Context: an optimization exercise on an open-source flow, tuned for small area and a short achievable clock period. The choices shown serve that exercise and are no tape-out recipe.
RTL that was checked went through simulation tests only; none was proved equivalent to the original.
Function not checked in runs 2 to 5: the RTL went through the layout flow alone.

<file path="flow/constraint.sdc">
create_clock -name core_clock -period 15.0 [get_ports {clock}]
set_input_delay 3.0000 -clock core_clock [delete_from_list [all_inputs] [get_ports {clock}]]
set_output_delay 3.0000 -clock core_clock [all_outputs]
set_load 0.01 [all_outputs]
</file>
<file path="flow/design.v">
module DSP(
  input  [17:0] io_Input1,
  input  [17:0] io_Input2,
  output [35:0] io_Out
);
  assign io_Out = io_Input1 * io_Input2;  
endmodule
module SineGenerator(
  input         clock,
  input         reset,
  output [19:0] io_WaveOut,
  input  [17:0] io_Amp,
  input  [19:0] io_Index,
  output        io_OutputValid
);
  wire [17:0] DSP_io_Input1;  
  wire [17:0] DSP_io_Input2;  
  wire [35:0] DSP_io_Out;  
  reg  OpCounter;  
  reg [17:0] WaveReg;  
  reg [19:0] WaveReg2;  
  wire [17:0] _IndexAr_T_3 = 18'h3ffff - io_Index[17:0];  
  wire [17:0] IndexAr = io_Index[18] ? io_Index[17:0] : _IndexAr_T_3;  
  wire [35:0] DSPOut = DSP_io_Out;  
  wire [19:0] _io_WaveOut_T_1 = {1'b0,$signed(DSPOut[35:17])};  
  wire [19:0] _io_WaveOut_T_4 = 20'sh0 - $signed(_io_WaveOut_T_1);  
  wire [19:0] _GEN_2 = io_Index[19] ? $signed(_io_WaveOut_T_4) : $signed(_io_WaveOut_T_1);  
  wire [17:0] _WaveReg_T_2 = 18'h3ffff - DSPOut[35:18];  
  DSP DSP (  
    .io_Input1(DSP_io_Input1),
    .io_Input2(DSP_io_Input2),
    .io_Out(DSP_io_Out)
  );
  assign io_WaveOut = OpCounter ? $signed(_GEN_2) : $signed(WaveReg2);  
  assign io_OutputValid = OpCounter;  
  assign DSP_io_Input1 = OpCounter ? WaveReg : IndexAr;  
  assign DSP_io_Input2 = OpCounter ? io_Amp : IndexAr;  
  always @(posedge clock) begin
    if (reset) begin  
      OpCounter <= 1'h0;  
    end else if (OpCounter) begin  
      OpCounter <= 1'h0;  
    end else begin
      OpCounter <= OpCounter + 1'h1;  
    end
    if (reset) begin  
      WaveReg <= 18'h0;  
    end else if (!(OpCounter)) begin  
      WaveReg <= _WaveReg_T_2;  
    end
    if (reset) begin  
      WaveReg2 <= 20'sh0;  
    end else if (OpCounter) begin  
      if (io_Index[19]) begin  
        WaveReg2 <= _io_WaveOut_T_4;  
      end else begin
        WaveReg2 <= _io_WaveOut_T_1;  
      end
    end
  end
endmodule
module IntructionMemory(
  input  [2:0] io_Step,
  output [5:0] io_ReadReg,
  output [2:0] io_WriteReg,
  output       io_IsOutput
);
  wire [7:0] _GEN_6 = {{5'd0}, io_Step};  
  wire [7:0] Address = 8'h8 + _GEN_6;  
  wire [9:0] _GEN_1 = 3'h1 == Address[2:0] ? 10'h160 : 10'h180;  
  wire [9:0] _GEN_2 = 3'h2 == Address[2:0] ? 10'h110 : _GEN_1;  
  wire [9:0] _GEN_3 = 3'h3 == Address[2:0] ? 10'h2c8 : _GEN_2;  
  wire [9:0] _GEN_4 = 3'h4 == Address[2:0] ? 10'h82 : _GEN_3;  
  wire [9:0] Data = 3'h5 == Address[2:0] ? 10'h242 : _GEN_4;  
  assign io_ReadReg = Data[5:0];  
  assign io_WriteReg = Data[8:6];  
  assign io_IsOutput = Data[9];  
endmodule
module Voice(
  input         clock,
  input         reset,
  output [22:0] io_WaveOut,
  input  [19:0] io_Freq_0,
  input  [19:0] io_Freq_1,
  input  [19:0] io_Freq_2,
  input  [19:0] io_Freq_3,
  input  [19:0] io_Freq_4,
  input  [19:0] io_Freq_5,
  input  [17:0] io_Amp_0,
  input  [17:0] io_Amp_1,
  input  [17:0] io_Amp_2,
  input  [17:0] io_Amp_3,
  input  [17:0] io_Amp_4,
  input  [17:0] io_Amp_5
);
  wire  SineGenerator_clock;  
  wire  SineGenerator_reset;  
  wire [19:0] SineGenerator_io_WaveOut;  
  wire [17:0] SineGenerator_io_Amp;  
  wire [19:0] SineGenerator_io_Index;  
  wire  SineGenerator_io_OutputValid;  
  wire [2:0] Mem_io_Step;  
  wire [5:0] Mem_io_ReadReg;  
  wire [2:0] Mem_io_WriteReg;  
  wire  Mem_io_IsOutput;  
  reg [19:0] WaveReg_0;  
  reg [19:0] WaveReg_1;  
  reg [19:0] WaveReg_2;  
  reg [19:0] WaveReg_3;  
  reg [19:0] WaveReg_4;  
  reg [19:0] WaveReg_5;  
  reg [2:0] OpCounter;  
  reg [1:0] ScaleReg;  
  reg [19:0] FreqReg_0;  
  reg [19:0] FreqReg_1;  
  reg [19:0] FreqReg_2;  
  reg [19:0] FreqReg_3;  
  reg [19:0] FreqReg_4;  
  reg [19:0] FreqReg_5;  
  reg [19:0] IndexReg_0;  
  reg [19:0] IndexReg_1;  
  reg [19:0] IndexReg_2;  
  reg [19:0] IndexReg_3;  
  reg [19:0] IndexReg_4;  
  reg [19:0] IndexReg_5;  
  reg [22:0] OutputTempReg;  
  reg [22:0] OutputReg;  
  wire [19:0] _FreqReg_0_T_1 = FreqReg_0 + 20'h1;  
  wire [19:0] _IndexReg_0_T_1 = IndexReg_0 + 20'h1;  
  wire [19:0] _FreqReg_1_T_1 = FreqReg_1 + 20'h1;  
  wire [19:0] _IndexReg_1_T_1 = IndexReg_1 + 20'h1;  
  wire [19:0] _FreqReg_2_T_1 = FreqReg_2 + 20'h1;  
  wire [19:0] _IndexReg_2_T_1 = IndexReg_2 + 20'h1;  
  wire [19:0] _FreqReg_3_T_1 = FreqReg_3 + 20'h1;  
  wire [19:0] _IndexReg_3_T_1 = IndexReg_3 + 20'h1;  
  wire [19:0] _FreqReg_4_T_1 = FreqReg_4 + 20'h1;  
  wire [19:0] _IndexReg_4_T_1 = IndexReg_4 + 20'h1;  
  wire [19:0] _FreqReg_5_T_1 = FreqReg_5 + 20'h1;  
  wire [19:0] _IndexReg_5_T_1 = IndexReg_5 + 20'h1;  
  wire [1:0] _ScaleReg_T_1 = ScaleReg + 2'h1;  
  wire  _T_6 = ScaleReg == 2'h1;  
  wire [2:0] _OpCounter_T_1 = OpCounter + 3'h1;  
  wire [19:0] _IndexTemp_T_2 = Mem_io_ReadReg[0] ? $signed(WaveReg_0) : $signed(20'sh0);  
  wire [19:0] _IndexTemp_T_5 = Mem_io_ReadReg[1] ? $signed(WaveReg_1) : $signed(20'sh0);  
  wire [19:0] _IndexTemp_T_8 = $signed(_IndexTemp_T_2) + $signed(_IndexTemp_T_5);  
  wire [19:0] _IndexTemp_T_11 = Mem_io_ReadReg[2] ? $signed(WaveReg_2) : $signed(20'sh0);  
  wire [19:0] _IndexTemp_T_14 = $signed(_IndexTemp_T_8) + $signed(_IndexTemp_T_11);  
  wire [19:0] _IndexTemp_T_17 = Mem_io_ReadReg[3] ? $signed(WaveReg_3) : $signed(20'sh0);  
  wire [19:0] _IndexTemp_T_20 = $signed(_IndexTemp_T_14) + $signed(_IndexTemp_T_17);  
  wire [19:0] _IndexTemp_T_23 = Mem_io_ReadReg[4] ? $signed(WaveReg_4) : $signed(20'sh0);  
  wire [19:0] _IndexTemp_T_26 = $signed(_IndexTemp_T_20) + $signed(_IndexTemp_T_23);  
  wire [19:0] _IndexTemp_T_29 = Mem_io_ReadReg[5] ? $signed(WaveReg_5) : $signed(20'sh0);  
  wire [19:0] _IndexTemp_T_32 = $signed(_IndexTemp_T_26) + $signed(_IndexTemp_T_29);  
  wire [22:0] _SineGenerator_io_Index_T = {{3{_IndexTemp_T_32[19]}},_IndexTemp_T_32};  
  wire [19:0] _GEN_16 = 3'h1 == OpCounter ? IndexReg_1 : IndexReg_0;  
  wire [19:0] _GEN_17 = 3'h2 == OpCounter ? IndexReg_2 : _GEN_16;  
  wire [19:0] _GEN_18 = 3'h3 == OpCounter ? IndexReg_3 : _GEN_17;  
  wire [19:0] _GEN_19 = 3'h4 == OpCounter ? IndexReg_4 : _GEN_18;  
  wire [19:0] _GEN_20 = 3'h5 == OpCounter ? IndexReg_5 : _GEN_19;  
  wire [22:0] _GEN_45 = {{3'd0}, _GEN_20};  
  wire [22:0] _SineGenerator_io_Index_T_2 = _SineGenerator_io_Index_T + _GEN_45;  
  wire [17:0] _GEN_21 = 3'h1 == OpCounter ? io_Amp_1 : io_Amp_0;  
  wire [17:0] _GEN_22 = 3'h2 == OpCounter ? io_Amp_2 : _GEN_21;  
  wire [17:0] _GEN_23 = 3'h3 == OpCounter ? io_Amp_3 : _GEN_22;  
  wire [17:0] _GEN_24 = 3'h4 == OpCounter ? io_Amp_4 : _GEN_23;  
  wire [17:0] _GEN_25 = 3'h5 == OpCounter ? io_Amp_5 : _GEN_24;  
  wire [2:0] _T_9 = Mem_io_WriteReg - 3'h1;  
  wire [19:0] _WaveReg_T_9 = SineGenerator_io_WaveOut;  
  wire [22:0] _GEN_46 = {{3{SineGenerator_io_WaveOut[19]}},SineGenerator_io_WaveOut};  
  wire [22:0] _OutputTempReg_T_2 = $signed(OutputTempReg) + $signed(_GEN_46);  
  SineGenerator SineGenerator (  
    .clock(SineGenerator_clock),
    .reset(SineGenerator_reset),
    .io_WaveOut(SineGenerator_io_WaveOut),
    .io_Amp(SineGenerator_io_Amp),
    .io_Index(SineGenerator_io_Index),
    .io_OutputValid(SineGenerator_io_OutputValid)
  );
  IntructionMemory Mem (  
    .io_Step(Mem_io_Step),
    .io_ReadReg(Mem_io_ReadReg),
    .io_WriteReg(Mem_io_WriteReg),
    .io_IsOutput(Mem_io_IsOutput)
  );
  assign io_WaveOut = OutputReg;  
  assign SineGenerator_clock = clock;
  assign SineGenerator_reset = reset;
  assign SineGenerator_io_Amp = _GEN_25;  
  assign SineGenerator_io_Index = _SineGenerator_io_Index_T_2[19:0];  
  assign Mem_io_Step = OpCounter;  
  always @(posedge clock) begin
    if (reset) begin
      WaveReg_0 <= 20'h0;
    end else if (SineGenerator_io_OutputValid) begin  
      if (3'h0 == _T_9) begin  
        WaveReg_0 <= _WaveReg_T_9;  
      end
    end
    if (reset) begin
      WaveReg_1 <= 20'h0;
    end else if (SineGenerator_io_OutputValid) begin  
      if (3'h1 == _T_9) begin  
        WaveReg_1 <= _WaveReg_T_9;  
      end
    end
    if (reset) begin
      WaveReg_2 <= 20'h0;
    end else if (SineGenerator_io_OutputValid) begin  
      if (3'h2 == _T_9) begin  
        WaveReg_2 <= _WaveReg_T_9;  
      end
    end
    if (reset) begin
      WaveReg_3 <= 20'h0;
    end else if (SineGenerator_io_OutputValid) begin  
      if (3'h3 == _T_9) begin  
        WaveReg_3 <= _WaveReg_T_9;  
      end
    end
    if (reset) begin
      WaveReg_4 <= 20'h0;
    end else if (SineGenerator_io_OutputValid) begin  
      if (3'h4 == _T_9) begin  
        WaveReg_4 <= _WaveReg_T_9;  
      end
    end
    if (reset) begin
      WaveReg_5 <= 20'h0;
    end else if (SineGenerator_io_OutputValid) begin  
      if (3'h5 == _T_9) begin  
        WaveReg_5 <= _WaveReg_T_9;  
      end
    end
    if (reset) begin  
      OpCounter <= 3'h0;  
    end else if (ScaleReg == 2'h1) begin  
      if (OpCounter != 3'h5) begin  
        OpCounter <= _OpCounter_T_1;  
      end else begin
        OpCounter <= 3'h0;  
      end
    end
    if (reset) begin  
      ScaleReg <= 2'h0;  
    end else if (ScaleReg == 2'h1) begin  
      ScaleReg <= 2'h0;  
    end else begin
      ScaleReg <= _ScaleReg_T_1;  
    end
    if (reset) begin
      FreqReg_0 <= 20'h0;
    end else if (FreqReg_0 == io_Freq_0) begin  
      FreqReg_0 <= 20'h0;  
    end else begin
      FreqReg_0 <= _FreqReg_0_T_1;  
    end
    if (reset) begin
      FreqReg_1 <= 20'h0;
    end else if (FreqReg_1 == io_Freq_1) begin  
      FreqReg_1 <= 20'h0;  
    end else begin
      FreqReg_1 <= _FreqReg_1_T_1;  
    end
    if (reset) begin
      FreqReg_2 <= 20'h0;
    end else if (FreqReg_2 == io_Freq_2) begin  
      FreqReg_2 <= 20'h0;  
    end else begin
      FreqReg_2 <= _FreqReg_2_T_1;  
    end
    if (reset) begin
      FreqReg_3 <= 20'h0;
    end else if (FreqReg_3 == io_Freq_3) begin  
      FreqReg_3 <= 20'h0;  
    end else begin
      FreqReg_3 <= _FreqReg_3_T_1;  
    end
    if (reset) begin
      FreqReg_4 <= 20'h0;
    end else if (FreqReg_4 == io_Freq_4) begin  
      FreqReg_4 <= 20'h0;  
    end else begin
      FreqReg_4 <= _FreqReg_4_T_1;  
    end
    if (reset) begin
      FreqReg_5 <= 20'h0;
    end else if (FreqReg_5 == io_Freq_5) begin  
      FreqReg_5 <= 20'h0;  
    end else begin
      FreqReg_5 <= _FreqReg_5_T_1;  
    end
    if (reset) begin
      IndexReg_0 <= 20'h0;
    end else if (FreqReg_0 == io_Freq_0) begin  
      IndexReg_0 <= _IndexReg_0_T_1;  
    end
    if (reset) begin
      IndexReg_1 <= 20'h0;
    end else if (FreqReg_1 == io_Freq_1) begin  
      IndexReg_1 <= _IndexReg_1_T_1;  
    end
    if (reset) begin
      IndexReg_2 <= 20'h0;
    end else if (FreqReg_2 == io_Freq_2) begin  
      IndexReg_2 <= _IndexReg_2_T_1;  
    end
    if (reset) begin
      IndexReg_3 <= 20'h0;
    end else if (FreqReg_3 == io_Freq_3) begin  
      IndexReg_3 <= _IndexReg_3_T_1;  
    end
    if (reset) begin
      IndexReg_4 <= 20'h0;
    end else if (FreqReg_4 == io_Freq_4) begin  
      IndexReg_4 <= _IndexReg_4_T_1;  
    end
    if (reset) begin
      IndexReg_5 <= 20'h0;
    end else if (FreqReg_5 == io_Freq_5) begin  
      IndexReg_5 <= _IndexReg_5_T_1;  
    end
    if (reset) begin  
      OutputTempReg <= 23'sh0;  
    end else if (SineGenerator_io_OutputValid) begin  
      if (Mem_io_IsOutput) begin  
        if (OpCounter == 3'h5 & _T_6) begin  
          OutputTempReg <= 23'sh0;  
        end else begin
          OutputTempReg <= _OutputTempReg_T_2;  
        end
      end
    end
    if (reset) begin  
      OutputReg <= 23'sh0;  
    end else if (SineGenerator_io_OutputValid) begin  
      if (Mem_io_IsOutput) begin  
        if (OpCounter == 3'h5 & _T_6) begin  
          OutputReg <= _OutputTempReg_T_2;  
        end
      end
    end
  end
endmodule
module Synth(
  input         clock,
  input         reset,
  input  [19:0] io_Freq_0,
  input  [19:0] io_Freq_1,
  input  [19:0] io_Freq_2,
  input  [19:0] io_Freq_3,
  input  [19:0] io_Freq_4,
  input  [19:0] io_Freq_5,
  input  [17:0] io_Amp_0,
  input  [17:0] io_Amp_1,
  input  [17:0] io_Amp_2,
  input  [17:0] io_Amp_3,
  input  [17:0] io_Amp_4,
  input  [17:0] io_Amp_5,
  output [22:0] io_Out
);
  wire [22:0] Voice0_io_WaveOut;  
  Voice Voice0 (  
    .clock(clock),
    .reset(reset),
    .io_WaveOut(Voice0_io_WaveOut),
    .io_Freq_0(io_Freq_0),
    .io_Freq_1(io_Freq_1),
    .io_Freq_2(io_Freq_2),
    .io_Freq_3(io_Freq_3),
    .io_Freq_4(io_Freq_4),
    .io_Freq_5(io_Freq_5),
    .io_Amp_0(io_Amp_0),
    .io_Amp_1(io_Amp_1),
    .io_Amp_2(io_Amp_2),
    .io_Amp_3(io_Amp_3),
    .io_Amp_4(io_Amp_4),
    .io_Amp_5(io_Amp_5)
  );
  assign io_Out = Voice0_io_WaveOut;  
endmodule
</file>
<file path="flow/run.sh">
#!/bin/bash
# synth_recipe.tcl (not shown) runs the flow's synth.tcl, then flattens the netlist and writes it again
# the make line also repeats each setting of config.mk as NAME=value (left out here)
make -C /OpenROAD-flow-scripts/flow DESIGN_CONFIG=/design/flow/config.mk WORK_HOME=/design/flow/orfs CLKGATE_MAP_FILE= SYNTH_SCRIPT=/design/flow/synth_recipe.tcl finish
</file>
<file path="flow/config.mk">
export PLATFORM = sky130hd
export DESIGN_NAME = Synth
export DESIGN_NICKNAME = Synth
export VERILOG_FILES = /design/flow/design.v
export SDC_FILE = /design/flow/constraint.sdc
export NUM_CORES = 4
export LEC_CHECK = 0
export CAP_MARGIN = 20
export CORE_MARGIN = 2
export CORE_UTILIZATION = 40
export SLEW_MARGIN = 20
</file>
==> results of run 1 <==
## cells by family after synthesis
| logic type | count (synthesis) |
|---|---|
| and+or+nand+nor | 1477 |
| AOI/OAI and AO/OA | 937 |
| buffers and inverters | 699 |
| adders and majority gates | 476 |
| DFF | 410 |
| xor gates and xnor gates | 356 |
| muxes | 145 |
## final cells by class
class                      count  area, um2  area share [%]
inverter                     462       1734           3.949
clock inverter                21      272.8          0.6212
tap                         1176       1471           3.351
timing repair buffer         540       4887           11.13
clock buffer                  62       1281           2.918
sequential                   410       8218           18.72
multi-input combinational   3391      26040           59.31
## metal layers
metal / vias up / global-route usage, % / share of wire (%)
met4: 4 / 12.92 / 5.6
met5: - / 0 / 0.023
met2: 1435 / 43.84 / 44
met1: 16000 / 36.27 / 42
met3: 328 / 5.392 / 8.4
li1: 15850 / - / -
## placed cells by master, fill, tap and decap left out, types with 57 or more instances in the layout
| cell type | count |
|---|---|
| o21ai_0 | 175 |
| a21oi_1 | 307 |
| buf_4 | 270 |
| xnor2_1 | 170 |
| dfxtp_1 | 406 |
| mux2i_1 | 139 |
| fa_1 | 309 |
| and2_1 | 67 |
| inv_1 | 460 |
| nor3_1 | 70 |
| nand3_1 | 127 |
| xor2_1 | 178 |
| ha_1 | 160 |
| or3_1 | 60 |
| clkdlybuf4s50_1 | 251 |
| a211oi_1 | 101 |
| nor2_1 | 520 |
| nand4_1 | 57 |
| nand2_1 | 359 |
## what timing repair did
action                                  4_1_cts  5_1_grt
endpoints found under the setup margin        2       20
gates resized for setup                       1       85
cloned                                        0        2
pin swaps                                     0       27
hold endpoints to repair                      0        0
setup buffers                                 0       22
## through the flow
| step | setup TNS, ps | cell area [um2] | std cells | setup WS [ps] |
|---|---|---|---|---|
| 6_report | 0 | 43910 | 6062 | 494.8 |
| 5_1_grt | -98.55 | 43910 | 6062 | -80.76 |
| 4_1_cts | 0 | 43380 | 6038 | 46.30 |
| 3_5_place_dp | 0 | 41830 | 5955 | 101.7 |
| 3_3_place_gp | 0 | 41830 | 5955 | 235.5 |
| 2_1_floorplan | 0 | 36620 | 4500 | 12.98 |
## worst paths after layout
kind / from / depth (start not counted) / endpoint
worst max-delay path: Voice0.OpCounter[0] / 56 / Voice0.OutputReg[22]
worst min-delay path: Voice0.ScaleReg[0] / 1 / Voice0.ScaleReg[0]
worst max register to register: Voice0.OpCounter[0] / 56 / Voice0.OutputReg[22]
worst min register to register: Voice0.ScaleReg[0] / 1 / Voice0.ScaleReg[0]
## critical path, delay by kind of cell, from the launching register on
family / cells / cell delay, ps
adder cells (fa/ha/maj): 12 / 5640
AO/OA/AOI/OAI: 13 / 2830
AND/OR/NAND/NOR: 14 / 2680
buffers and inverters: 14 / 2010
multiplexers: 2 / 480
flip-flops: 1 / 400
XOR/XNOR: 1 / 290
==> summary.md, run 1 <==
| Metric | Value |
|---|---|
| Outcome | `finished clean` |
| Slew @ Worst Pin | `961.8 ps` |
| Yosys warnings | `2` |
| DRC viols | `0` |
| Flop-to-flop setup slack | `490 ps` |
| Largest net degree at the start of global routing | `164` |
| Synth cell types | `95` |
| Most common flop cell mapped by yosys | `dfxtp_1` |
| Cell row count | `110` |
| Share of the synthesized area in the top cell type | `22.48%` |
| Final ANT Viol Nets | `0` |
| Core ar. | `90,290 um2` |
| Placer Congestion | `1.027` |
| Fin util | `48.63%` |
| Final WL | `132,000 um` |
| Die H | `306.1 um` |
| Number of max-cap violations | `0` |
| Vias per std cell | `~5.5` |
| Crit Path Max Fanout | `17` |
| Compound-Gate Fraction of Synth Area | `between 15 and 20%` |
| Crit. End Element | `flop` |
| Most frequent CP cell | `fa_1` |
| Slew HR | `between 30% and 40%` |
| Net Count, Synth | `5,206` |
| Grt ovf | `0` |
| Clk root buf | `clkbuf_16` |
| Mux cell area share after synthesis | `3.989%` |
| Routed via count | `roughly 34,000` |
| Final hold slack | `433.4 ps` |
| Fmax | `68.94 MHz` |
| Clk sinks | `410` |
| Xor-xnor portion of the synthesized cell area | `8.540%` |
| Synth area leaders | `dfxtp_1 22%, fa_1 17%, ha_1 5.7%, nor2_1 5.4%, inv_1 4.7%` |
| Die area | `~94,000 um2` |
| Post-route minimum period | `14,510 ps` |
| Main combinational cell family by area after synthesis | `adder cells` |
| Startpoint types | `flop` |
| Initial antenna violation count | `2` |
| Clk Latency, worst-skew pair | `620 ps` |
| Data required time of the worst path | `15,510 ps` |
| Port-buffer cells | `approximately 250` |
| Layout cells sized above 1 | `10.32%` |
| CP arrival | `15,020 ps` |
| Clock Path Buffers | `3` |
| Gate Count Post-Synth | `4,500` |
| Top Registers | `Voice0.OutputReg x23, Voice0.OutputTempReg x23` |
| First-pass GRT wire length | `199,500 um` |
| Synth area leader | `dfxtp_1` |
| CTS Buf Count | `46` |
| Most common cell in the netlist | `nor2_1` |
| Final hold vios | `0` |
| Post-Synthesis Cell Area | `about 37,000 um2` |
| Ratio of final minimum period to clock period | `96.70%` |
| Gr usage total | `27.63%` |
| Die extent in x | `306.1 um` |
| Share of the yosys chip area belonging to registers | `22.48%` |
| Crit Path Class | `flop to flop` |
| IO Pins | `253` |
| Post-synth top cells | `526 x nor2_1, 461 x inv_1, 410 x dfxtp_1` |
| Filler instances | `8,968` |
| DRT iter0 DRCs | `3,161` |
| Avg Cell Area, Syn | `8.114 um2` |
| Slew Limit Fails | `0` |
| Hold Path Class | `flop to flop` |
| Final net count | `about 5,600` |
| Async set or reset register ratio after synthesis | `0%` |
| Initial Util | `40.44%` |
| DP HPWL | `between 100,000 and 150,000 um` |
| Crit-path slowest cell | `fa_1` |
| Final setup fails | `0` |
| Worst-path clk slew | `60 ps` |
| CTS Hold Buffers Added | `0` |
| Drt wl/cell | `21.78 um` |
| Synth Register Bits | `410` |
| Post-Synth Adder-Cell Area | `22.71%` |
| EDFF count, synth | `0` |
| Area Overhead vs Synth | `20.26%` |
| CTS tree | `done` |
| CTS HTree Levels | `2` |
| Post-Synth Simple-Gate Area | `18.93%` |
| Max incr delay on CP | `660 ps` |
| Drt pass-1 iters | `5` |
| Antenna cells | `0` |
| Worst Clk Skew | `37.67 ps` |
| Vias in the first global route | `between 30,000 and 40,000` |
==> run 2, diff against run 1 <==
==> flow/design.v (replaced) <==
module Synth(
  input         clock,
  input         reset,
  input  [19:0] io_Freq_0,
  input  [19:0] io_Freq_1,
  input  [19:0] io_Freq_2,
  input  [19:0] io_Freq_3,
  input  [19:0] io_Freq_4,
  input  [19:0] io_Freq_5,
  input  [17:0] io_Amp_0,
  input  [17:0] io_Amp_1,
  input  [17:0] io_Amp_2,
  input  [17:0] io_Amp_3,
  input  [17:0] io_Amp_4,
  input  [17:0] io_Amp_5,
  output [22:0] io_Out
);
  reg        ph;             
  reg  [2:0] step;           
  reg [19:0] div [0:5];
  reg [19:0] idx [0:5];
  reg [19:0] P;
  reg [19:0] W1;
  reg [17:0] WaveReg;
  reg [22:0] OutputReg;
  wire [19:0] freq [0:5];
  wire [17:0] amp  [0:5];
  assign freq[0] = io_Freq_0; assign freq[1] = io_Freq_1; assign freq[2] = io_Freq_2;
  assign freq[3] = io_Freq_3; assign freq[4] = io_Freq_4; assign freq[5] = io_Freq_5;
  assign amp[0] = io_Amp_0; assign amp[1] = io_Amp_1; assign amp[2] = io_Amp_2;
  assign amp[3] = io_Amp_3; assign amp[4] = io_Amp_4; assign amp[5] = io_Amp_5;
  integer i;
  always @(posedge clock) begin
    for (i = 0; i < 6; i = i + 1) begin
      if (reset) begin
        div[i] <= 20'h0;
        idx[i] <= 20'h0;
      end else if (div[i] == freq[i]) begin
        div[i] <= 20'h0;
        idx[i] <= idx[i] + 20'h1;
      end else begin
        div[i] <= div[i] + 20'h1;
      end
    end
  end
  reg [19:0] idx_s;
  reg [17:0] amp_s;
  always @* begin
    case (step)
      3'd1: begin idx_s = idx[1]; amp_s = amp[1]; end
      3'd2: begin idx_s = idx[2]; amp_s = amp[2]; end
      3'd3: begin idx_s = idx[3]; amp_s = amp[3]; end
      3'd4: begin idx_s = idx[4]; amp_s = amp[4]; end
      3'd5: begin idx_s = idx[5]; amp_s = amp[5]; end
      default: begin idx_s = idx[0]; amp_s = amp[0]; end
    endcase
  end
  wire [19:0] mod = (step == 3'd0) ? 20'h0 : (step[2] ? W1 : P);
  wire [19:0] index = mod + idx_s;
  wire [17:0] fold = index[18] ? index[17:0] : ~index[17:0];
  wire [17:0] m1 = ph ? WaveReg : fold;
  wire [17:0] m2 = ph ? amp_s : fold;
  wire [35:0] prod = m1 * m2;
  wire [19:0] mag  = {1'b0, prod[35:17]};
  wire [19:0] wave = index[19] ? 20'h0 - mag : mag;
  wire [22:0] sum  = {{3{P[19]}}, P} + {{3{wave[19]}}, wave};
  always @(posedge clock) begin
    if (reset) begin
      ph <= 1'b0;
      step <= 3'd0;
    end else begin
      ph <= ~ph;
      if (ph) step <= (step == 3'd5) ? 3'd0 : step + 3'd1;
    end
    if (!ph) WaveReg <= ~prod[35:18];
    if (ph && !step[2]) P <= wave;
    if (reset) W1 <= 20'h0;
    else if (ph && step == 3'd4) W1 <= wave;
    if (reset) OutputReg <= 23'h0;
    else if (ph && step == 3'd5) OutputReg <= sum;
  end
  assign io_Out = OutputReg;
endmodule
==> summary.md, run 2 <==
| Metric | Value |
|---|---|
| Outcome | `finished clean` |
| Hold path cells | `2` |
| Die area | `about 75,000 um2` |
| Synth area leaders | `dfxtp_1 19%, fa_1 18%, ha_1 6.9%, nor2_1 6.1%, xor2_1 5.5%` |
| Share of the synthesized area in the top cell type | `19.49%` |
| Worst slack, placed | `926.3 ps` |
| Initial Util | `40.27%` |
| Worst Hold Launch | `OutputReg[12]` |
| Startpoint types | `flop` |
| Main combinational cell family by area after synthesis | `adder cells` |
| Family with the most delay on the worst path | `adder cells` |
| Drt pass-1 iters | `5` |
| Crit-path slowest cell | `o21ai_2` |
| Grt ovf | `0` |
| Avg Cell Area, Syn | `8.339 um2` |
| Slew HR | `23.76%` |
| Post-Synth Simple-Gate Area | `20.04%` |
| Final ANT Viol Nets | `0` |
| Synth area leader | `dfxtp_1` |
| CTS Buf Count | `37` |
| CTS HTree Levels | `2` |
| Resize count post-CTS | `0` |
| EDFF count, synth | `38` |
| Clk sinks | `323` |
| Clock Path Buffers | `3` |
| Clk root buf | `clkbuf_16` |
| Xor-xnor portion of the synthesized cell area | `11.56%` |
| CTS tree | `done` |
| Synth cell types | `87` |
| Net Count, Synth | `4,158` |
| Post-synth top cells | `472 x nor2_1, 387 x inv_1, 343 x nand2_1` |
| GR Util met3 | `4.041%` |
| GR Util met1 | `33.18%` |
| Most frequent CP cell | `fa_1` |
| DRT iter0 DRCs | `1,884` |
| Worst Clk Skew | `between 20 and 30 ps` |
| Compound-Gate Fraction of Synth Area | `12.26%` |
| Path depth of the worst reg2reg path | `45` |
| Placer Congestion | `0.9525` |
| Met2 global-route usage | `37.48%` |
| Mux cell area share after synthesis | `1.350%` |
| Max incr delay on CP | `between 800 and 900 ps` |
| Crit Path Max Fanout | `20` |
| Yosys warnings | `3` |
| Setup TNS | `0 ps` |
| Routed via count | `roughly 25,000` |
| Final WL | `between 80,000 and 90,000 um` |
| First-pass GRT wire length | `139,600 um` |
| Top Registers | `div x120, idx x120, OutputReg x21` |
| Largest net degree at the start of global routing | `77` |
| R2r startpoint | `step[2]` |
| Most common cell after layout, fill and taps aside | `nor2_1` |
| Fmax | `72.67 MHz` |
| Initial antenna violation count | `2` |
| Area Overhead vs Synth | `16.24%` |
| Flop-to-flop setup slack | `1240 ps` |
| CP arrival | `14,240 ps` |
| Clk Latency, worst-skew pair | `560 ps` |
| Vias per std cell | `5.265` |
| Synth Register Bits | `323` |
| Port-buffer cells | `around 250` |
| DRC viols | `0` |
| Data required time of the worst path | `15,480 ps` |
| Worst-path clk slew | `60 ps` |
| Hold Path Class | `flop to flop` |
| Final setup fails | `0` |
| Post-route minimum period | `13,760 ps` |
| PnR worst setup slack | `between 1000 and 1500 ps` |
| Die H | `around 270 um` |
| Worst r2r dst | `OutputReg[18]` |
| WHS Endpoint | `OutputReg[12]` |
| Crit. End Element | `flop` |
| Most common cell in the netlist | `nor2_1` |
| IO Pins | `253` |
| Setup Buffers After CTS | `0` |
| Gr usage total | `23.55%` |
| Share of the yosys chip area belonging to registers | `a little under a quarter` |
| Post-Synthesis Cell Area | `29,280 um2` |
| DP HPWL | `70,080 um` |
| CTS Hold Buffers Added | `0` |
| Layout cells sized above 1 | `~4.4%` |
| Gate Count Post-Synth | `3,511` |
| Vias in the first global route | `roughly 25,000` |
| Filler instances | `just over 7,000` |
| Gr busiest metal | `met2` |
| Final hold vios | `0` |
| Die extent in x | `about 270 um` |
| Core ar. | `between 70,000 and 80,000 um2` |
| Post-Synth Adder-Cell Area | `about a quarter` |
| Async set or reset register ratio after synthesis | `0%` |
| WP buf/inv | `5` |
| Cell row count | `99` |
| Number of max-cap violations | `0` |
| Most frequent cells in the layout | `470 x nor2_1, 387 x inv_1, 343 x nand2_1` |
| RSZ-0062 raised after global routing | `false` |
| Crit Path Class | `flop to flop` |
| Final net count | `4,352` |
| Slew @ Worst Pin | `around 1100 ps` |
| Drt wl/cell | `roughly 19 um` |
| Slew Limit Fails | `0` |
| Most common flop cell mapped by yosys | `dfxtp_1` |
| Ratio of final minimum period to clock period | `91.74%` |
| Antenna cells | `0` |
run 2: cell types whose count changed after synthesis, sizes merged, moves of 54 or more:
cell / previous run / this run
a21oi: 321 / 175
dfxtp: 410 / 285
mux2i: 141 / 30
clkbuf: 193 / 99
a211oi: 106 / 16
inv: 462 / 387
o21ai: 194 / 133
fa: 311 / 256
nor2: 526 / 472
run 2: kinds of logic (layout without fill, tap and decap cells):
family,Yosys count,after routing
compound gates,554,554
xor+xnor,369,369
fa+ha+maj,417,417
buf+inv,530,753
flops,323,323
mux,37,37
simple gates,1281,1281
run 2: metrics by stage:
stage | area (um2) | instances | hold WS (ps) | util [%]
2_1_floorplan | 29280 | 3511 | 436.6 | -
3_3_place_gp | 32770 | 4624 | 441.7 | 45.07
3_5_place_dp | 32770 | 4624 | 447.3 | 45.07
4_1_cts | 34020 | 4692 | 459.4 | 46.79
5_1_grt | 34030 | 4693 | 476.7 | 46.81
6_report | 34030 | 4693 | 453.6 | 46.81
run 2: layout make-up:
| type | instances | area (um2) | share of cell area, % |
|---|---|---|---|
| Timing Repair Buffer | 298 | 2869 | 8.430 |
| Clock buffer | 54 | 1102 | 3.239 |
| Inverter | 387 | 1453 | 4.268 |
| Clock inverter | 14 | 150.1 | 0.4412 |
| Sequential cell | 323 | 6849 | 20.13 |
| Tap cell | 959 | 1200 | 3.526 |
| Multi-Input combinational cell | 2658 | 20410 | 59.97 |
run 2: worst register-to-register path, delay by kind of cell (launching register included):
kind | cells | cell delay, ps
flip-flops | 1 | 530
XOR/XNOR | 4 | 920
AND/OR/NAND/NOR | 8 | 1590
buffers and inverters | 5 | 670
adder cells (fa/ha/maj) | 11 | 5260
AO/OA/AOI/OAI | 17 | 4710
run 2: how the worst max path moves through the flow:
| stage | start | endpoint | cells past startpoint |
|---|---|---|---|
| finish | step[2] | OutputReg[18] | 45 |
| global route | step[2] | OutputReg[19] | 45 |
| CTS | step[2] | OutputReg[18] | 45 |
| detailed placement | io_Amp_5[3] | OutputReg[18] | 37 |
| global placement | io_Amp_5[3] | OutputReg[18] | 37 |
| floorplan | step[0] | OutputReg[18] | 55 |
run 2: per-layer routing:
metal	share of wire, %	wire [um]
met2	44	38620
met3	7.6	6658
met1	46	40570
met5	0	0
met4	2.5	2187
==> run 3, diff against run 2 <==
--- a/flow/design.v
+++ b/flow/design.v
@@ -57,11 +57,34 @@
   end
-  wire [19:0] mod = (step == 3'd0) ? 20'h0 : (step[2] ? W1 : P);
+  wire [19:0] mod   = (step == 3'd0) ? 20'h0 : (step[2] ? W1 : P);
   wire [19:0] index = mod + idx_s;
-  wire [17:0] fold = index[18] ? index[17:0] : ~index[17:0];
+  wire [17:0] fold  = index[18] ? index[17:0] : ~index[17:0];
+  wire        negw  = ph & index[19];
+  wire        acc   = ph & (step == 3'd5);
   wire [17:0] m1 = ph ? WaveReg : fold;
   wire [17:0] m2 = ph ? amp_s : fold;
-  wire [35:0] prod = m1 * m2;
-  wire [19:0] mag  = {1'b0, prod[35:17]};
-  wire [19:0] wave = index[19] ? 20'h0 - mag : mag;
-  wire [22:0] sum  = {{3{P[19]}}, P} + {{3{wave[19]}}, wave};
+  wire [20:0] m1x = {2'b00, m1, 1'b0};
+  wire [39:0] row [0:9];
+  wire [39:0] nrow;
+  genvar k;
+  generate
+    for (k = 0; k < 10; k = k + 1) begin : booth
+      wire b0 = m1x[2*k];
+      wire b1 = m1x[2*k+1];
+      wire b2 = m1x[2*k+2];
+      wire one = b1 ^ b0;
+      wire two = (b2 & ~b1 & ~b0) | (~b2 & b1 & b0);
+      wire neg = b2 ^ negw;
+      wire [18:0] mag = ({19{one}} & {1'b0, m2}) | ({19{two}} & {m2, 1'b0});
+      wire [19:0] pp = {~neg, mag ^ {19{neg}}};
+      assign row[k] = {20'h0, pp} << (2*k);
+      assign nrow[2*k] = neg;
+      assign nrow[2*k+1] = 1'b0;
+    end
+  endgenerate
+  assign nrow[39:20] = 20'h0;
+  localparam [39:0] BOOTHK = 40'hD5_5558_0000;  
+  wire [39:0] krow = {23'h0, {17{negw}}};                  
+  wire [39:0] prow = acc ? {{3{P[19]}}, P, 17'h0} : 40'h0;  
+  wire [39:0] sum = row[0] + row[1] + row[2] + row[3] + row[4] + row[5] + row[6]
+                  + row[7] + row[8] + row[9] + nrow + krow + prow + BOOTHK;
   always @(posedge clock) begin
@@ -74,8 +97,8 @@
     end
-    if (!ph) WaveReg <= ~prod[35:18];
-    if (ph && !step[2]) P <= wave;
+    WaveReg <= ~sum[35:18];
+    if (ph && !step[2]) P <= sum[36:17];
     if (reset) W1 <= 20'h0;
-    else if (ph && step == 3'd4) W1 <= wave;
+    else if (ph && step == 3'd4) W1 <= sum[36:17];
     if (reset) OutputReg <= 23'h0;
-    else if (ph && step == 3'd5) OutputReg <= sum;
+    else if (acc) OutputReg <= sum[39:17];
   end
==> summary.md, run 3 <==
| Metric | Value |
|---|---|
| Mux cell area share after synthesis | `between 2 and 2.5%` |
| Clk sinks | `325` |
| DRC viols | `0` |
| Die H | `268.8 um` |
| Final ANT Viol Nets | `0` |
| Routed via count | `23,870` |
| Design area | `~33,000 um2` |
| Initial Util | `40.20%` |
| Synth area leaders | `dfxtp_1 22%, fa_1 12%, xnor2_1 11%, xor2_1 6.8%, ha_1 6.5%` |
| DP Area | `~31,000 um2` |
| Port-buffer cells | `~250` |
| Slew @ Worst Pin | `1198 ps` |
| Synth area leader | `dfxtp_1` |
| Most common flop cell mapped by yosys | `dfxtp_1` |
| RSZ-0062 raised after global routing | `false` |
| Most frequent cells in the layout | `378 x nor2_1, 340 x xnor2_1, 302 x dfxtp_1` |
| Crit-path slowest cell | `o21ai_0` |
| Avg Cell Area, Syn | `~8.5 um2` |
| Die area | `72,260 um2` |
| EDFF count, synth | `20` |
| Worst-path clk slew | `60 ps` |
| Largest net degree at the start of global routing | `88` |
| Drt pass-1 iters | `8` |
| Worst Clk Skew | `approximately 35 ps` |
| Final WL | `between 80,000 and 90,000 um` |
| Xor-xnor portion of the synthesized cell area | `between 10% and 20%` |
| Cell row count | `97` |
| Setup TNS | `0 ps` |
| Clk root buf | `clkbuf_16` |
| Yosys warnings | `3` |
| Vias per std cell | `approximately 5.4` |
| Max incr delay on CP | `890 ps` |
| Drt wl/cell | `19.17 um` |
| Crit Path Max Fanout | `51` |
| CTS tree | `done` |
| Compound-Gate Fraction of Synth Area | `14.54%` |
| DRT iter0 DRCs | `1,833` |
| Outcome | `finished clean` |
| Most frequent CP cell | `a21o_1` |
| Fmax | `75.87 MHz` |
| Die extent in x | `268.8 um` |
| Gate Count Post-Synth | `3,310` |
| Slew HR | `19.31%` |
| Slew Limit Fails | `0` |
| Clock Path Buffers | `3` |
| Async set or reset register ratio after synthesis | `0%` |
| Resize count post-CTS | `0` |
| Setup Buffers After CTS | `0` |
| Startpoint types | `flop` |
| CTS HTree Levels | `2` |
| Synth cell types | `slightly above 80` |
| Filler instances | `6,815` |
| Final net count | `4,028` |
| Family with the most delay on the worst path | `compound AO/OA/AOI/OAI gates` |
| Gr usage total | `23.62%` |
| Post-synth top cells | `379 x nor2_1, 343 x xnor2_1, 305 x dfxtp_1` |
| Final setup fails | `0` |
| Layout cells sized above 1 | `under 10%` |
| Data required time of the worst path | `15,300 ps` |
| Top Registers | `div x120, idx x120, OutputReg x23` |
| Post-Synthesis Cell Area | `28,050 um2` |
| Grt ovf | `0` |
| Ratio of final minimum period to clock period | `87.87%` |
| CTS Buf Count | `39` |
| Clk Latency, worst-skew pair | `between 500 and 600 ps` |
| Area Overhead vs Synth | `17.16%` |
| Initial antenna violation count | `2` |
| Synth Register Bits | `around 330` |
| Main combinational cell family by area after synthesis | `XOR/XNOR gates` |
| Post-Synth Simple-Gate Area | `16.31%` |
| Most common cell in the netlist | `nor2_1` |
| Core ar. | `69,790 um2` |
| Placer Congestion | `0.9076` |
| Final hold vios | `0` |
| Most common cell after layout, fill and taps aside | `nor2_1` |
| Share of the synthesized area in the top cell type | `between 20% and 30%` |
| DP HPWL | `65,930 um` |
| Crit. End Element | `flop` |
| Crit Path Class | `flop to flop` |
| WP buf/inv | `5` |
| CP arrival | `13,480 ps` |
| IO Pins | `around 250` |
| Hold Path Class | `flop to flop` |
| Post-route minimum period | `13,180 ps` |
| Net Count, Synth | `3,851` |
| First-pass GRT wire length | `roughly 130,000 um` |
| Vias in the first global route | `around 23,000` |
| Post-Synth Adder-Cell Area | `18.31%` |
| Fin util | `47.09%` |
| Share of the yosys chip area belonging to registers | `23.91%` |
| CTS Hold Buffers Added | `0` |
| Number of max-cap violations | `0` |
[run 3: cell types whose count changed after synthesis, moves of 90 or more]
| cell | delta |
|---|---|
| fa_1 | -90 |
| inv_1 | -136 |
| nand2_1 | -133 |
| nor2_1 | -93 |
| o22ai_1 | +114 |
| xnor2_1 | +170 |
[run 3: worst paths after layout]
path | slack [ps] | startpoint | cells after the start | to
setup / recovery | 1820 | step[0] | 37 | P[18]
hold / removal | 460 | OutputReg[17] | 2 | OutputReg[17]
hold reg to reg | 460 | OutputReg[17] | 2 | OutputReg[17]
setup reg to reg | 1820 | step[0] | 37 | P[18]
[run 3: stage by stage]
stage	hold WS, ps	setup slack (ps)	instances
after floorplan	432.1	3393	3310
after global placement	444.2	2160	4386
after detailed placement	450.9	2113	4386
after CTS	459.6	2047	4457
after global routing	478.1	1086	4457
final	457.8	1820	4459
[run 3: layout make-up]
class | instances | area, um2 | share of cell area [%]
Tap cell | 940 | 1176 | 3.579
Antenna cell | 2 | 5.005 | 0.01523
Inverter | 255 | 957.2 | 2.913
Sequential cell | 325 | 6710 | 20.42
Timing Repair Buffer | 302 | 2899 | 8.821
Multi-Input combinational cell | 2564 | 19750 | 60.10
Clock buffer | 50 | 1067 | 3.248
Clock inverter | 21 | 296.5 | 0.9023
[run 3: metal layers]
metal  share of wire [%]  up-vias  global-route usage [%]  wire [um]
met3                 7.1      119                   3.945       6031
met2                  43      783                   35.67      36340
met1                  47    11350                   34.27      40550
met5               0.028        -                       0         24
met4                 3.0        4                   7.312       2556
li1                    -    11620                       -          -
[run 3: logic make-up (layout without fill, tap and decap cells)]
kind of cell / after synthesis / in the layout
AND/OR/NAND/NOR: 988 / 988
AO/OA/AOI/OAI: 633 / 633
XOR/XNOR: 575 / 575
buffers and inverters: 421 / 628
flip-flops: 325 / 325
adder cells (fa/ha/maj): 311 / 311
multiplexers: 57 / 57
other: 0 / 2
[run 3: worst min-delay path: stages (launching register included)]
cell and delay, ps:
dfxtp_1 310, nand2_1 50, a21oi_1 50
==> run 4, diff against run 3 <==
--- a/flow/design.v
+++ b/flow/design.v
@@ -17,6 +17,6 @@
 );
-  reg        ph;             
-  reg  [2:0] step;           
+  reg [11:0] t;              
   reg [19:0] div [0:5];
   reg [19:0] idx [0:5];
+  reg [19:0] IRS;            
   reg [19:0] P;
@@ -31,3 +31,9 @@
   assign amp[3] = io_Amp_3; assign amp[4] = io_Amp_4; assign amp[5] = io_Amp_5;
+  wire ph = t[1] | t[3] | t[5] | t[7] | t[9] | t[11];
+  reg [19:0] idx_n [0:5];
   integer i;
+  always @* begin
+    for (i = 0; i < 6; i = i + 1)
+      idx_n[i] = (div[i] == freq[i]) ? idx[i] + 20'h1 : idx[i];
+  end
   always @(posedge clock) begin
@@ -37,7 +43,5 @@
         idx[i] <= 20'h0;
-      end else if (div[i] == freq[i]) begin
-        div[i] <= 20'h0;
-        idx[i] <= idx[i] + 20'h1;
       end else begin
-        div[i] <= div[i] + 20'h1;
+        div[i] <= (div[i] == freq[i]) ? 20'h0 : div[i] + 20'h1;
+        idx[i] <= idx_n[i];
       end
@@ -45,21 +49,19 @@
   end
-  reg [19:0] idx_s;
+  reg [19:0] irs_n;
   reg [17:0] amp_s;
   always @* begin
-    case (step)
-      3'd1: begin idx_s = idx[1]; amp_s = amp[1]; end
-      3'd2: begin idx_s = idx[2]; amp_s = amp[2]; end
-      3'd3: begin idx_s = idx[3]; amp_s = amp[3]; end
-      3'd4: begin idx_s = idx[4]; amp_s = amp[4]; end
-      3'd5: begin idx_s = idx[5]; amp_s = amp[5]; end
-      default: begin idx_s = idx[0]; amp_s = amp[0]; end
-    endcase
+    irs_n = 20'h0;
+    amp_s = 18'h0;
+    for (i = 0; i < 6; i = i + 1) begin
+      if (t[(2*i+11) % 12] | t[2*i]) irs_n = irs_n | idx_n[i];
+      if (t[2*i+1]) amp_s = amp_s | amp[i];
+    end
   end
-  wire [19:0] mod   = (step == 3'd0) ? 20'h0 : (step[2] ? W1 : P);
-  wire [19:0] index = mod + idx_s;
+  wire [19:0] mod   = ({20{t[2] | t[3] | t[4] | t[5] | t[6] | t[7]}} & P)
+                    | ({20{t[8] | t[9] | t[10] | t[11]}} & W1);
+  wire [19:0] index = mod + IRS;
   wire [17:0] fold  = index[18] ? index[17:0] : ~index[17:0];
   wire        negw  = ph & index[19];
-  wire        acc   = ph & (step == 3'd5);
   wire [17:0] m1 = ph ? WaveReg : fold;
-  wire [17:0] m2 = ph ? amp_s : fold;
+  wire [17:0] m2 = ({18{~ph}} & fold) | amp_s;
   wire [20:0] m1x = {2'b00, m1, 1'b0};
@@ -85,4 +87,4 @@
   localparam [39:0] BOOTHK = 40'hD5_5558_0000;  
-  wire [39:0] krow = {23'h0, {17{negw}}};                  
-  wire [39:0] prow = acc ? {{3{P[19]}}, P, 17'h0} : 40'h0;  
+  wire [39:0] krow = {23'h0, {17{negw}}};                   
+  wire [39:0] prow = t[11] ? {{3{P[19]}}, P, 17'h0} : 40'h0;  
   wire [39:0] sum = row[0] + row[1] + row[2] + row[3] + row[4] + row[5] + row[6]
@@ -90,15 +92,12 @@
   always @(posedge clock) begin
-    if (reset) begin
-      ph <= 1'b0;
-      step <= 3'd0;
-    end else begin
-      ph <= ~ph;
-      if (ph) step <= (step == 3'd5) ? 3'd0 : step + 3'd1;
-    end
+    if (reset) t <= 12'h001;
+    else t <= {t[10:0], t[11]};
+    if (reset) IRS <= 20'h0;
+    else IRS <= irs_n;
     WaveReg <= ~sum[35:18];
-    if (ph && !step[2]) P <= sum[36:17];
+    if (t[1] | t[3] | t[5] | t[7]) P <= sum[36:17];
     if (reset) W1 <= 20'h0;
-    else if (ph && step == 3'd4) W1 <= sum[36:17];
+    else if (t[9]) W1 <= sum[36:17];
     if (reset) OutputReg <= 23'h0;
-    else if (acc) OutputReg <= sum[39:17];
+    else if (t[11]) OutputReg <= sum[39:17];
   end
--- a/flow/config.mk
+++ b/flow/config.mk
@@ -10,2 +10,3 @@
 export CORE_UTILIZATION = 40
+export SETUP_SLACK_MARGIN = 5
 export SLEW_MARGIN = 20
==> summary.md, run 4 <==
| Metric | Value |
|---|---|
| Outcome | `finished clean` |
| Max incr delay on CP | `620 ps` |
| Most frequent CP cell | `fa_1` |
| CTS HTree Levels | `2` |
| Crit-path slowest cell | `fa_1` |
| Worst Clk Skew | `22.44 ps` |
| Post-synth top cells | `374 x nor2_1, 344 x xnor2_1, 333 x dfxtp_1` |
| Crit Path Max Fanout | `10` |
| CTS Buf Count | `38` |
| Share of the synthesized area in the top cell type | `23.02%` |
| Synth cell types | `100` |
| Final ANT Viol Nets | `0` |
| Grt ovf | `0` |
| Async set or reset register ratio after synthesis | `0%` |
| Family with the most delay on the worst path | `adder cells` |
| Clk sinks | `353` |
| CP arrival | `10,210 ps` |
| Slew @ Worst Pin | `between 1000 and 1500 ps` |
| Antenna cells | `0` |
| Hold path cells | `1` |
| Crit. End Element | `flop` |
| Cell Count, Final, Fillers Out | `4,584` |
| Clock Path Buffers | `3` |
| RSZ-0062 raised after global routing | `true` |
| Most frequent cells in the layout | `371 x nor2_1, 330 x dfxtp_1, 327 x xnor2_1` |
| DRT iter0 DRCs | `around 2,000` |
| Synth area leader | `dfxtp_1` |
| First-pass GRT wire length | `143,400 um` |
| Initial antenna violation count | `2` |
| EDFF count, synth | `20` |
| Layout cells sized above 1 | `around 13%` |
| Yosys warnings | `4` |
| Most common cell in the netlist | `nor2_1` |
| Startpoint types | `flop` |
| Final setup fails | `0` |
| WP buf/inv | `6` |
| Final WL | `94,270 um` |
| IO Pins | `253` |
| Top Registers | `div x120, idx x120, OutputReg x23` |
| Final hold vios | `0` |
| Drt pass-1 iters | `6` |
| Cell row count | `98` |
| Clk root buf | `clkbuf_16` |
| Share of the yosys chip area belonging to registers | `25.09%` |
| Area Overhead vs Synth | `24.08%` |
| Most common cell after layout, fill and taps aside | `nor2_1` |
| Avg Cell Area, Syn | `8.721 um2` |
| Die H | `273.1 um` |
| Gr usage total | `24.50%` |
| Gate Count Post-Synth | `3,321` |
| Net Count, Synth | `3,861` |
| Die area | `between 70,000 and 80,000 um2` |
| Most common flop cell mapped by yosys | `dfxtp_1` |
| Inst Count DP | `4,404` |
| Fin util | `between 50% and 60%` |
| Drt wl/cell | `20.56 um` |
| Synth area leaders | `dfxtp_1 23%, fa_1 11%, xnor2_1 10%, xor2_1 7.4%, ha_1 6.2%` |
| Data required time of the worst path | `15,280 ps` |
| Number of max-cap violations | `0` |
| Synth Register Bits | `about 350` |
| Slew Limit Fails | `0` |
| Clk Latency, worst-skew pair | `between 500 and 600 ps` |
| Die extent in x | `273.1 um` |
| Fmax | `about 100 MHz` |
| Placer Congestion | `0.9588` |
| CTS tree | `done` |
| Path depth of the worst reg2reg path | `35` |
| Port-buffer cells | `252` |
| Core ar. | `a little over 70,000 um2` |
| Ratio of final minimum period to clock period | `66.19%` |
| Worst-path clk slew | `60 ps` |
| Crit Path Class | `flop to flop` |
| Post-route minimum period | `9929 ps` |
| CTS Hold Buffers Added | `0` |
| Hold Path Class | `flop to flop` |
| DRC viols | `0` |
| Slew HR | `28.28%` |
| Routed via count | `24,860` |
| DP HPWL | `69,530 um` |
| Largest net degree at the start of global routing | `73` |
| Setup TNS | `0 ps` |
| Vias in the first global route | `24,590` |
| Worst path depth | `35` |
| Final net count | `4,146` |
| Post-Synthesis Cell Area | `28,960 um2` |
| Initial Util | `approximately two fifths` |
| Vias per std cell | `~5.4` |
## run 4: changes by cell type in the layout (fill, tap and decap cells not counted), sizes merged, moves of 18 or more
| cell | change |
|---|---|
| nand4 | +23 |
| nand2 | -18 |
| a21oi | -83 |
| o22ai | -68 |
| o21ai | -97 |
| a22oi | +131 |
| mux2 | -28 |
| a221oi | -18 |
| or3 | -29 |
| nand2b | +21 |
| dfxtp | +28 |
| buf | +98 |
| and2 | +23 |
| xor2 | +30 |
## run 4: layer usage
| layer | vias up | routed length [um] | global-route usage [%] |
|---|---|---|---|
| li1 | 11920 | - | - |
| met1 | 11960 | 40450 | 32.11 |
| met2 | 804 | 44950 | 41.19 |
| met3 | 173 | 5483 | 3.365 |
| met4 | 0 | 3387 | 8.671 |
| met5 | - | 0 | 0 |
## run 4: layout make-up
class | count | area (um2)
well taps | 950 | 1189
repair buffers | 400 | 3824
clock inverters | 12 | 101.3
multi-input cells | 2572 | 21470
clock buffers | 56 | 1161
flip-flops and latches | 353 | 7276
fillers | 6794 | 35670
inverters | 241 | 910.9
## run 4: path summary, 6_finish.rpt
path              start     to  slack [ps]
setup / recovery   t[2]  P[18]        5070
hold / removal    t[10]  t[11]         470
setup reg to reg   t[2]  P[18]        5070
hold reg to reg   t[10]  t[11]         470
## run 4: logic make-up (layout without fill, tap and decap cells)
kind of cell	count (synthesis)	count (layout)	synth area share (%)
compound gates	541	541	13.30
xor+xnor	598	598	18.35
fa+ha+maj	310	310	17.70
buf+inv	403	709	5.530
flops	353	353	25.09
mux	44	46	1.815
simple gates	1072	1077	18.22
## run 4: through the flow
step / area [um2] / hold slack (ps) / worst slack, ps
2_1_floorplan: 28970 / 447.8 / 5005
3_3_place_gp: 32340 / 453.4 / 3269
3_5_place_dp: 32340 / 463.1 / 3134
4_1_cts: 34660 / 475.6 / 4982
5_1_grt: 35930 / 484.4 / 4840
6_report: 35930 / 470.2 / 5071
## run 4: timing repair
item	CTS	global route
buffers inserted	58	46
endpoints found under the hold margin	0	0
pin swaps	18	79
endpoints found under the setup margin	80	76
gates cloned	4	4
gates resized for setup	101	164
==> run 5, diff against run 4 <==
--- a/flow/config.mk
+++ b/flow/config.mk
@@ -10,3 +10,2 @@
 export CORE_UTILIZATION = 40
-export SETUP_SLACK_MARGIN = 5
 export SLEW_MARGIN = 20
==> summary.md, run 5 <==
| Metric | Value |
|---|---|
| Filler instances | `6,997` |
| CTS tree | `done` |
| Die area | `74,570 um2` |
| Vias in the first global route | `23,750` |
| Vias per std cell | `5.355` |
| Post-Synthesis Cell Area | `28,960 um2` |
| Share of the synthesized area in the top cell type | `between 20% and 30%` |
| Slew HR | `18.45%` |
| Most common cell in the netlist | `nor2_1` |
| Worst r2r dst | `P[15]` |
| Antenna cells | `0` |
| Grt ovf | `0` |
| Port-buffer cells | `252` |
| Worst Hold Launch | `t[6]` |
| DP HPWL | `69,550 um` |
| Drt wl/cell | `20.12 um` |
| Number of max-cap violations | `0` |
| Inst Count DP | `4,405` |
| CP arrival | `12,540 ps` |
| Path depth of the worst reg2reg path | `31` |
| Crit Path Class | `flop to flop` |
| Crit-path slowest cell | `xnor2_2` |
| RSZ-0062 raised after global routing | `false` |
| Area Overhead vs Synth | `16.75%` |
| Die extent in x | `273.1 um` |
| Clk root buf | `clkbuf_16` |
| Initial antenna violation count | `0` |
| Layout cells sized above 1 | `5.474%` |
| Final hold vios | `0` |
| Max incr delay on CP | `870 ps` |
| Most common flop cell mapped by yosys | `dfxtp_1` |
| EDFF count, synth | `20` |
| Avg Cell Area, Syn | `8.721 um2` |
| Crit. End Element | `flop` |
| Worst-path clk slew | `~70 ps` |
| Synth area leader | `dfxtp_1` |
| Final WL | `90,080 um` |
| Cell Count, Final, Fillers Out | `4,476` |
| Clock Path Buffers | `3` |
| Async set or reset register ratio after synthesis | `0%` |
| DRC viols | `0` |
| Hold Path Class | `flop to flop` |
| Slew @ Worst Pin | `1219 ps` |
| Synth area leaders | `dfxtp_1 23%, fa_1 11%, xnor2_1 10%, xor2_1 7.4%, ha_1 6.2%` |
| Ratio of final minimum period to clock period | `81.62%` |
| Crit Path Max Fanout | `24` |
| CTS Hold Buffers Added | `0` |
| Post-route minimum period | `roughly 12,000 ps` |
| CTS Buf Count | `39` |
| Resize count post-CTS | `0` |
| Die H | `273.1 um` |
| Top Registers | `div x120, idx x120, OutputReg x23` |
| Worst Clk Skew | `19.94 ps` |
| WHS Endpoint | `t[7]` |
| Gr usage total | `between 20% and 30%` |
| Clk sinks | `353` |
| Gate Count Post-Synth | `3,321` |
| Fmax | `81.67 MHz` |
| R2r startpoint | `t[5]` |
| Post-synth top cells | `374 x nor2_1, 344 x xnor2_1, 333 x dfxtp_1` |
| Final net count | `about 4,000` |
| Cell row count | `98` |
| Core ar. | `71,610 um2` |
| Flop-to-flop setup slack | `roughly 2800 ps` |
| Final ANT Viol Nets | `0` |
| Largest net degree at the start of global routing | `84` |
| Net Count, Synth | `3,861` |
| Most frequent cells in the layout | `372 x nor2_1, 343 x xnor2_1, 331 x dfxtp_1` |
| Data required time of the worst path | `15,300 ps` |
| First-pass GRT wire length | `140,500 um` |
| Slew Limit Fails | `0` |
| Drt pass-1 iters | `5` |
| Synth cell types | `100` |
| Synth Register Bits | `353` |
| Startpoint types | `flop` |
| Yosys warnings | `4` |
| IO Pins | `~250` |
| CTS HTree Levels | `2` |
| Final setup fails | `0` |
| Setup TNS | `0 ps` |
| Outcome | `finished clean` |
| DRT iter0 DRCs | `between 1,500 and 2,000` |
| Most common cell after layout, fill and taps aside | `nor2_1` |
| Placer Congestion | `0.9438` |
| Clk Latency, worst-skew pair | `560 ps` |
| Initial Util | `40.44%` |
| Routed via count | `between 20,000 and 25,000` |
| Share of the yosys chip area belonging to registers | `25.09%` |
| Hold path cells | `1` |
| Setup Buffers After CTS | `0` |
| Most frequent CP cell | `fa_1` |
==> run 5: cell counts after synthesis <==
Identical to the previous run, type by type.
==> run 5: worst max-delay path by stage <==
stage                     slack [ps]  from       endpoint  depth (start not counted)
final                           2760  t[5]          P[15]                         31
after global routing            1850  t[6]  OutputReg[22]                         33
after CTS                       2830  t[5]          P[15]                         31
after detailed placement        2870  t[5]          P[15]                         31
after global placement          3070  t[5]          P[19]                         31
after floorplan                 4920  t[9]         W1[10]                         38
==> run 5: kinds of logic (layout without fill, tap and decap cells) <==
family / Yosys count / count (layout) / synth area share [%]
simple gates: 1072 / 1072 / 18.22
xor+xnor: 598 / 598 / 18.35
compound gates: 541 / 541 / 13.30
buf+inv: 403 / 608 / 5.530
flops: 353 / 353 / 25.09
fa+ha+maj: 310 / 310 / 17.70
mux: 44 / 44 / 1.815
==> run 5: final cells by class <==
| class | instances | area (um2) | area share, % |
|---|---|---|---|
| clock inverter | 20 | 310.3 | 0.9177 |
| timing repair buffer | 296 | 2854 | 8.441 |
| sequential | 353 | 7272 | 21.51 |
| clock buffer | 51 | 1154 | 3.412 |
| multi-input combinational | 2565 | 20130 | 59.53 |
| tap | 950 | 1189 | 3.516 |
| inverter | 241 | 904.6 | 2.675 |
==> run 5: through the flow <==
| stage | hold slack [ps] | util, % | setup WS (ps) | cell area (um2) |
|---|---|---|---|---|
| 2_1_floorplan | 447.8 | - | 4916 | 28960 |
| 3_3_place_gp | 466.5 | 45.17 | 3066 | 32350 |
| 3_5_place_dp | 473.2 | 45.17 | 2870 | 32350 |
| 4_1_cts | 478.6 | 47.22 | 2826 | 33810 |
| 5_1_grt | 502.5 | 47.22 | 1845 | 33810 |
| 6_report | 479.4 | 47.22 | 2756 | 33810 |
==> run 5: layer usage <==
layer | global-route usage, % | part of all wire (%)
met1 | 31.93 | 45
met2 | 40.57 | 47
met3 | 3.365 | 5.4
met4 | 6.629 | 2.6
met5 | 0 | 0
==> run 5: critical path: cells and delay by family (launching register included) <==
kind	cells	cell delay (ps)
fa+ha+maj	7	3270
buf+inv	3	670
simple gates	10	3710
compound gates	7	2500
flops	1	310
xor+xnor	4	1480

[re-timing with driven ports]
The results above use ideal ports. As a check the final layouts listed here were re-extracted and re-timed, cells and wires unchanged.
Step 1, drivers: a clkbuf_16 drives clock and a buf_2 each remaining input, both assumed.
Step 2 adds t to the input delays and takes it off the output delays; t is the mean of the earliest and latest rising clock arrival at the registers after step 1. Input paths then give back, and output paths get back, about the clock's delay inside the block.
Slacks: ideal / step 1 / step 2; pairs: ideal / step 1.
run	t (ns)	slack for setup (ns)	worst register clock-pin slew, ns	worst slew at a driven data input, ns
run 1	0.665	0.495 / 0.495 / 0.495	0.07 / 0.07	0.09
run 2	0.601	1.239 / 1.239 / 1.024	0.06 / 0.06	0.11
run 3	0.626	1.820 / 1.820 / 1.820	0.07 / 0.07	0.08
run 4	0.601	5.071 / 5.071 / 4.588	0.07 / 0.07	0.08
run 5	0.606	2.756 / 2.756 / 2.756	0.07 / 0.07	0.07
After both steps every run listed still meets setup and hold. For run 4, which loses most, drivers alone change the setup slack by 0.000 ns; drivers and shift together by -0.483 ns.
